Source: an optimization exercise on an open RTL-to-GDS flow (aim: small area). Production flows keep margins and buffers that such runs may drop. Only simulation tests tie the RTL to the original design; equivalence was not proved. The flow treats the clock pin as an ideal source, which a real chip does not have.

## JK
==> flow/design.v <==
module BankTicketMachineFSM (
    input clk,
    input rst_n,
    input [2:0] service_ButtonPress,
    input [3:0] officer_ButtonPress,
    output reg [6:0] Tickernum,
    output reg [1:0] Desknum,
    output reg [15:0] ticket_WaitingCustomers,
    output reg [2:0] ticket_ServiceType
    );
reg [2:0] act;
reg vld;
reg [15:0] q0, q1, q2;
wire [2:0] act_d;
wire nz0, nz1, nz2;
wire sel0, sel1, sel2, en0, en1, en2, dn, ld_n;
wire [6:0] tn_d;
wire [1:0] dk_d;
wire [2:0] st_d;
bank_ctrl ctrl (
    .s(service_ButtonPress), .o(officer_ButtonPress), .act(act), .vld(vld),
    .nz0(nz0), .nz1(nz1), .nz2(nz2), .tn(Tickernum), .dk(Desknum), .st(ticket_ServiceType),
    .act_d(act_d), .sel0(sel0), .sel1(sel1), .sel2(sel2), .en0(en0), .en1(en1), .en2(en2),
    .dn(dn), .ld_n(ld_n), .tn_d(tn_d), .dk_d(dk_d), .st_d(st_d));
bank_nz z0 (.q(q0), .nz(nz0));
bank_nz z1 (.q(q1), .nz(nz1));
bank_nz z2 (.q(q2), .nz(nz2));
wire [15:0] qs_n, x, t_n, nq, wc_d;
wire [3:0] tg, pg_n;
genvar i;
generate for (i = 0; i < 16; i = i + 1) begin : bits
    wire wc_h;
    bank_aoi222 mx (.a1(sel0), .a2(q0[i]), .b1(sel1), .b2(q1[i]), .c1(sel2), .c2(q2[i]), .y(qs_n[i]));
    if (i < 15) begin : xb
        bank_xnor2 xg (.a(qs_n[i]), .b(dn), .y(x[i]));
    end else begin : xn
        assign x[i] = 1'b0;
    end
    if (i % 4 == 0) begin : g0
        bank_xnor2 ng (.a(qs_n[i]), .b(tg[i/4]), .y(nq[i]));
        assign t_n[i] = 1'b0;
    end else begin : gn
        if (i % 4 == 1) begin : n1
            bank_nand2 tg1 (.a(tg[i/4]), .b(x[i-1]), .y(t_n[i]));
        end else if (i % 4 == 2) begin : n2
            bank_nand3 tg2 (.a(tg[i/4]), .b(x[i-2]), .c(x[i-1]), .y(t_n[i]));
        end else begin : n3
            bank_nand4 tg3 (.a(tg[i/4]), .b(x[i-3]), .c(x[i-2]), .d(x[i-1]), .y(t_n[i]));
        end
        bank_xor2 ng (.a(qs_n[i]), .b(t_n[i]), .y(nq[i]));
    end
    bank_nand2 wh (.a(ticket_WaitingCustomers[i]), .b(ld_n), .y(wc_h));
    bank_o21ai wm (.a1(qs_n[i]), .a2(ld_n), .b1(wc_h), .y(wc_d[i]));
end endgenerate
generate for (i = 0; i < 3; i = i + 1) begin : grp
    bank_nand4 pg (.a(x[4*i]), .b(x[4*i+1]), .c(x[4*i+2]), .d(x[4*i+3]), .y(pg_n[i]));
end endgenerate
assign pg_n[3] = 1'b1;
assign tg[0] = vld;
bank_inv tg1 (.a(pg_n[0]), .y(tg[1]));
bank_nor2 tg2 (.a(pg_n[0]), .b(pg_n[1]), .y(tg[2]));
bank_nor3 tg3 (.a(pg_n[0]), .b(pg_n[1]), .c(pg_n[2]), .y(tg[3]));
always @(posedge clk or negedge rst_n) begin
    if (!rst_n) begin
        act <= 3'b000;
        vld <= 1'b0;
    end else begin
        act <= act_d;
        vld <= 1'b1;
    end
end
always @(posedge clk) begin
    if (en0) q0 <= nq;
    if (en1) q1 <= nq;
    if (en2) q2 <= nq;
end
always @(posedge clk or negedge rst_n) begin
    if (!rst_n) begin
        Tickernum <= 7'd0;
        Desknum <= 2'd0;
        ticket_WaitingCustomers <= 16'd0;
        ticket_ServiceType <= 3'b000;
    end else begin
        Tickernum <= tn_d;
        Desknum <= dk_d;
        ticket_WaitingCustomers <= wc_d;
        ticket_ServiceType <= st_d;
    end
end
endmodule
module bank_ctrl (input [2:0] s, input [3:0] o, input [2:0] act, input vld, input nz0, input nz1, input nz2,
    input [6:0] tn, input [1:0] dk, input [2:0] st,
    output reg [2:0] act_d, output sel0, output sel1, output sel2, output en0, output en1, output en2,
    output dn, output ld_n, output [6:0] tn_d, output [1:0] dk_d, output [2:0] st_d);
always @(*) begin
    case (s)
        3'b001: act_d = 3'd1;
        3'b010: act_d = 3'd2;
        3'b100: act_d = 3'd3;
        3'b000: case (o)
            4'b0001: act_d = 3'd4;
            4'b0010: act_d = 3'd5;
            4'b0100: act_d = 3'd7;
            4'b1000: act_d = 3'd6;
            default: act_d = 3'd0;
        endcase
        default: act_d = 3'd0;
    endcase
end
wire S0 = (act == 3'd1);
wire S1 = (act == 3'd2);
wire S2 = (act == 3'd3);
wire O1 = (act == 3'd4);
wire O2 = (act == 3'd5);
wire O3 = (act == 3'd7);
wire O4 = (act == 3'd6);
wire isS = S0 | S1 | S2;
assign sel0 = S0 | ((O1 | O4) & nz0) | (O3 & ~nz2 & nz0);
assign sel1 = S1 | (O1 & ~nz0 & nz1) | (O2 & nz1) | (O3 & ~nz2 & ~nz0 & nz1);
assign sel2 = S2 | (O1 & ~nz0 & ~nz1 & nz2) | (O2 & ~nz1 & nz2) | (O3 & nz2) | (O4 & ~nz0 & nz2);
assign en0 = sel0 | ~vld;
assign en1 = sel1 | ~vld;
assign en2 = sel2 | ~vld;
assign dn = act[2];
assign ld_n = ~isS;
wire found = act[2] & (sel0 | sel1 | sel2);
assign tn_d = tn + found;
assign dk_d = O1 ? 2'd0 : O2 ? 2'd1 : O3 ? 2'd2 : dk;
assign st_d = isS ? {S2, S1, S0} : st;
endmodule
module bank_nz (input [15:0] q, output nz);
assign nz = |q;
endmodule
module bank_aoi222 (input a1, input a2, input b1, input b2, input c1, input c2, output y);
assign y = ~((a1 & a2) | (b1 & b2) | (c1 & c2));
endmodule
module bank_xor2 (input a, input b, output y);
assign y = a ^ b;
endmodule
module bank_xnor2 (input a, input b, output y);
assign y = ~(a ^ b);
endmodule
module bank_nand2 (input a, input b, output y);
assign y = ~(a & b);
endmodule
module bank_nor2 (input a, input b, output y);
assign y = ~(a | b);
endmodule
module bank_o21ai (input a1, input a2, input b1, output y);
assign y = ~((a1 | a2) & b1);
endmodule
module bank_nand3 (input a, input b, input c, output y);
assign y = ~(a & b & c);
endmodule
module bank_nand4 (input a, input b, input c, input d, output y);
assign y = ~(a & b & c & d);
endmodule
module bank_nor3 (input a, input b, input c, output y);
assign y = ~(a | b | c);
endmodule
module bank_nor4 (input a, input b, input c, input d, output y);
assign y = ~(a | b | c | d);
endmodule
module bank_inv (input a, output y);
assign y = ~a;
endmodule
==> flow/config.mk <==
export PLATFORM = sky130hd
export DESIGN_NAME = BankTicketMachineFSM
export DESIGN_NICKNAME = BankTicketMachineFSM
export VERILOG_FILES = /design/flow/design.v
export SDC_FILE = /design/flow/constraint.sdc
export NUM_CORES = 4
export LEC_CHECK = 0
export CAP_MARGIN = 0
export CORE_MARGIN = 2
export CORE_UTILIZATION = 40
export GPL_TIMING_DRIVEN = 0
export SLEW_MARGIN = 0
export SYNTH_HIERARCHICAL = 1
export SYNTH_MINIMUM_KEEP_SIZE = 0
==> flow/constraint.sdc <==
create_clock -name core_clock -period 5.0 [get_ports {clk}]
set_input_delay 1.0000 -clock core_clock [delete_from_list [all_inputs] [get_ports {clk}]]
set_output_delay 1.0000 -clock core_clock [all_outputs]
set_load 0.01 [all_outputs]
standard.sh (not shown) runs the stock make flow with config.mk's settings and CLKGATE_MAP_FILE= SYNTH_SCRIPT=/design/flow/synth_recipe.tcl, a recipe that flattens the netlist after the stock synthesis.
==> flow/flow/run.sh <==
#!/bin/bash
# The standard ORFS layout (standard.sh) with these changes:
#  - the port buffers are sky130_fd_sc_hd__buf_1 cells;
#  - the clock is buffered by flow/clkbuf.tcl before CTS: a root buffer on
#    the clock port drives one buffer per group of registers. The clock net
#    then has a single sink and clock_tree_synthesis leaves it as it is;
#  - no dummy clock loads;
#  - after synthesis, flow/downsize.tcl gives each gate its smallest drive
#    strength, and the buffers synthesis added are removed; the repairs
#    size up what the layout needs;
#  - after CTS, flow/shrink.tcl gives each gate the smallest drive strength
#    that keeps the slew, capacitance and fanout limits and some setup slack.
# make's output goes to flow_make.log; each ORFS step logs to orfs/logs.
set -euo pipefail
here=$(pwd)
export BUFFER_PORTS_ARGS="-buffer_cell sky130_fd_sc_hd__buf_1"
export PRE_CTS_TCL="$here/flow/clkbuf.tcl"
export CTS_ARGS="-clk_nets clk -dont_use_dummy_load -buf_list sky130_fd_sc_hd__clkbuf_16"
export PRE_FLOORPLAN_TCL="$here/flow/downsize.tcl"
export REMOVE_ABC_BUFFERS=1
export POST_CTS_TCL="$here/flow/shrink.tcl"
export SHRINK_SETUP_MARGIN=0.2
export CLKROOT_CELL=sky130_fd_sc_hd__clkbuf_4
export CLKLEAF_CELL=sky130_fd_sc_hd__clkbuf_8
export CLK_COLS=2
export CLK_ROWS=2
bash standard.sh > flow_make.log 2>&1
==> flow/flow/clkbuf.tcl <==
# Clock buffering in place of the H-tree: split the register clock pins into
# CLK_COLS x CLK_ROWS groups of equal size by position, drive each group from
# one CLKLEAF_CELL buffer at the group's centre, and drive those buffers from
# one CLKROOT_CELL buffer on the clock port. The clock net then has a single
# sink, so clock_tree_synthesis leaves it alone.
set block [ord::get_db_block]
set clknet [$block findNet clk]
set leafm [[ord::get_db] findMaster $::env(CLKLEAF_CELL)]
set rootm [[ord::get_db] findMaster $::env(CLKROOT_CELL)]
set cols $::env(CLK_COLS)
set rows $::env(CLK_ROWS)
set pins {}
foreach it [$clknet getITerms] {
  set bb [[$it getInst] getBBox]
  lappend pins [list $it [expr {([$bb xMin] + [$bb xMax]) / 2}] [expr {([$bb yMin] + [$bb yMax]) / 2}]]
}
set n [llength $pins]
set groups {}
set byx [lsort -integer -index 1 $pins]
for {set c 0} {$c < $cols} {incr c} {
  set slice [lrange $byx [expr {$c * $n / $cols}] [expr {($c + 1) * $n / $cols - 1}]]
  set m [llength $slice]
  set byy [lsort -integer -index 2 $slice]
  for {set r 0} {$r < $rows} {incr r} {
    lappend groups [lrange $byy [expr {$r * $m / $rows}] [expr {($r + 1) * $m / $rows - 1}]]
  }
}
set root [odb::dbInst_create $block $rootm clkbuf_root]
set rnet [odb::dbNet_create $block clknet_root]
$rnet setSigType CLOCK
[$root findITerm A] connect $clknet
[$root findITerm X] connect $rnet
set ax 0; set ay 0; set k 0; set sizes {}
foreach g $groups {
  set sx 0; set sy 0
  foreach p $g { incr sx [lindex $p 1]; incr sy [lindex $p 2] }
  set gx [expr {$sx / [llength $g]}]; set gy [expr {$sy / [llength $g]}]
  incr ax $gx; incr ay $gy
  set inst [odb::dbInst_create $block $leafm clkbuf_leaf_$k]
  set net [odb::dbNet_create $block clknet_leaf_$k]
  $net setSigType CLOCK
  [$inst findITerm A] connect $rnet
  [$inst findITerm X] connect $net
  $inst setLocation [expr {$gx - [$leafm getWidth] / 2}] [expr {$gy - [$leafm getHeight] / 2}]
  $inst setPlacementStatus PLACED
  foreach p $g {
    set it [lindex $p 0]
    $it disconnect
    $it connect $net
  }
  lappend sizes [llength $g]
  incr k
}
$root setLocation [expr {$ax / $k - [$rootm getWidth] / 2}] [expr {$ay / $k - [$rootm getHeight] / 2}]
$root setPlacementStatus PLACED
puts "clkbuf: $n clock pins in groups of $sizes"
Other scripts of this flow, unchanged in this note and not shown: flow/flow/downsize.tcl, flow/flow/shrink.tcl
Changes in MS relative to JK:
diff --git a/flow/flow/run.sh b/flow/flow/run.sh
--- a/flow/flow/run.sh
+++ b/flow/flow/run.sh
@@ -25,2 +25,2 @@
-export CLK_COLS=2
-export CLK_ROWS=2
+export CLK_COLS=5
+export CLK_ROWS=1
==> results.txt <==
- MS -> JK: floorplan core area delta 0, exact match
- Comparing MS and JK, number of cells on the worst reg-to-reg path is lower on MS.
- JK has a higher worst setup slack than MS.
- Design area deteriorates in MS relative to JK.
- Detailed-route via count: JK vs MS, no meaningful difference
- JK reports its endpoint of the worst setup timing path as q1[15]$_DFFE_PP_ while MS reports q0[15]$_DFFE_PP_.
- | global-route usage | MS vs JK | ≈ equal |
- MS -> JK: via count of the first global-routing pass flat
- Number of top-level design ports came out exactly the same in MS and JK.
- MS has wire length of the first global-routing pass above what JK had.
- Minimum clock period after layout: MS higher than JK
#### Input delta (AL over MS)
Settings: CORE_UTILIZATION: 40 -> 50.
diff --git a/flow/flow/run.sh b/flow/flow/run.sh
--- a/flow/flow/run.sh
+++ b/flow/flow/run.sh
@@ -25,2 +25,2 @@
-export CLK_COLS=5
-export CLK_ROWS=1
+export CLK_COLS=2
+export CLK_ROWS=2
[summary]
AL: tap cell count is about 24% lower than what MS reported. Compared with MS, in AL cell area lost 1.2%; number of detailed-routing iterations run before antenna repair fell by 3.

[what the ideal ports hide]
No port has a modelled driver above. Below, the same layouts with a new extraction and two added sets of constraints.
Step 1, drivers: a clkbuf_16 drives clk and a buf_2 each remaining input, both assumed.
Step 2, shift: input delay + t, output delay - t, t = (earliest + latest rising clock arrival at the registers) / 2. This alone moves slack from input paths to output paths.
a / b / c = no drivers / after step 1 / after step 2; a / b = the first two.
| run | t, ns | setup slack, ns | worst hold slack (ns) | slew at the worst register clock pin (ns) | worst slew at a driven data input, ns |
|---|---|---|---|---|---|
| JK | 0.407 | 0.630 / 0.630 / 0.630 | 0.478 / 0.478 / 0.478 | 0.11 / 0.11 | 0.03 |
| MS | 0.403 | 0.549 / 0.549 / 0.549 | 0.477 / 0.477 / 0.477 | 0.10 / 0.10 | 0.03 |
| AL | 0.420 | 0.484 / 0.484 / 0.484 | 0.487 / 0.487 / 0.487 | 0.11 / 0.11 | 0.03 |
After both steps every run listed still meets setup and hold.
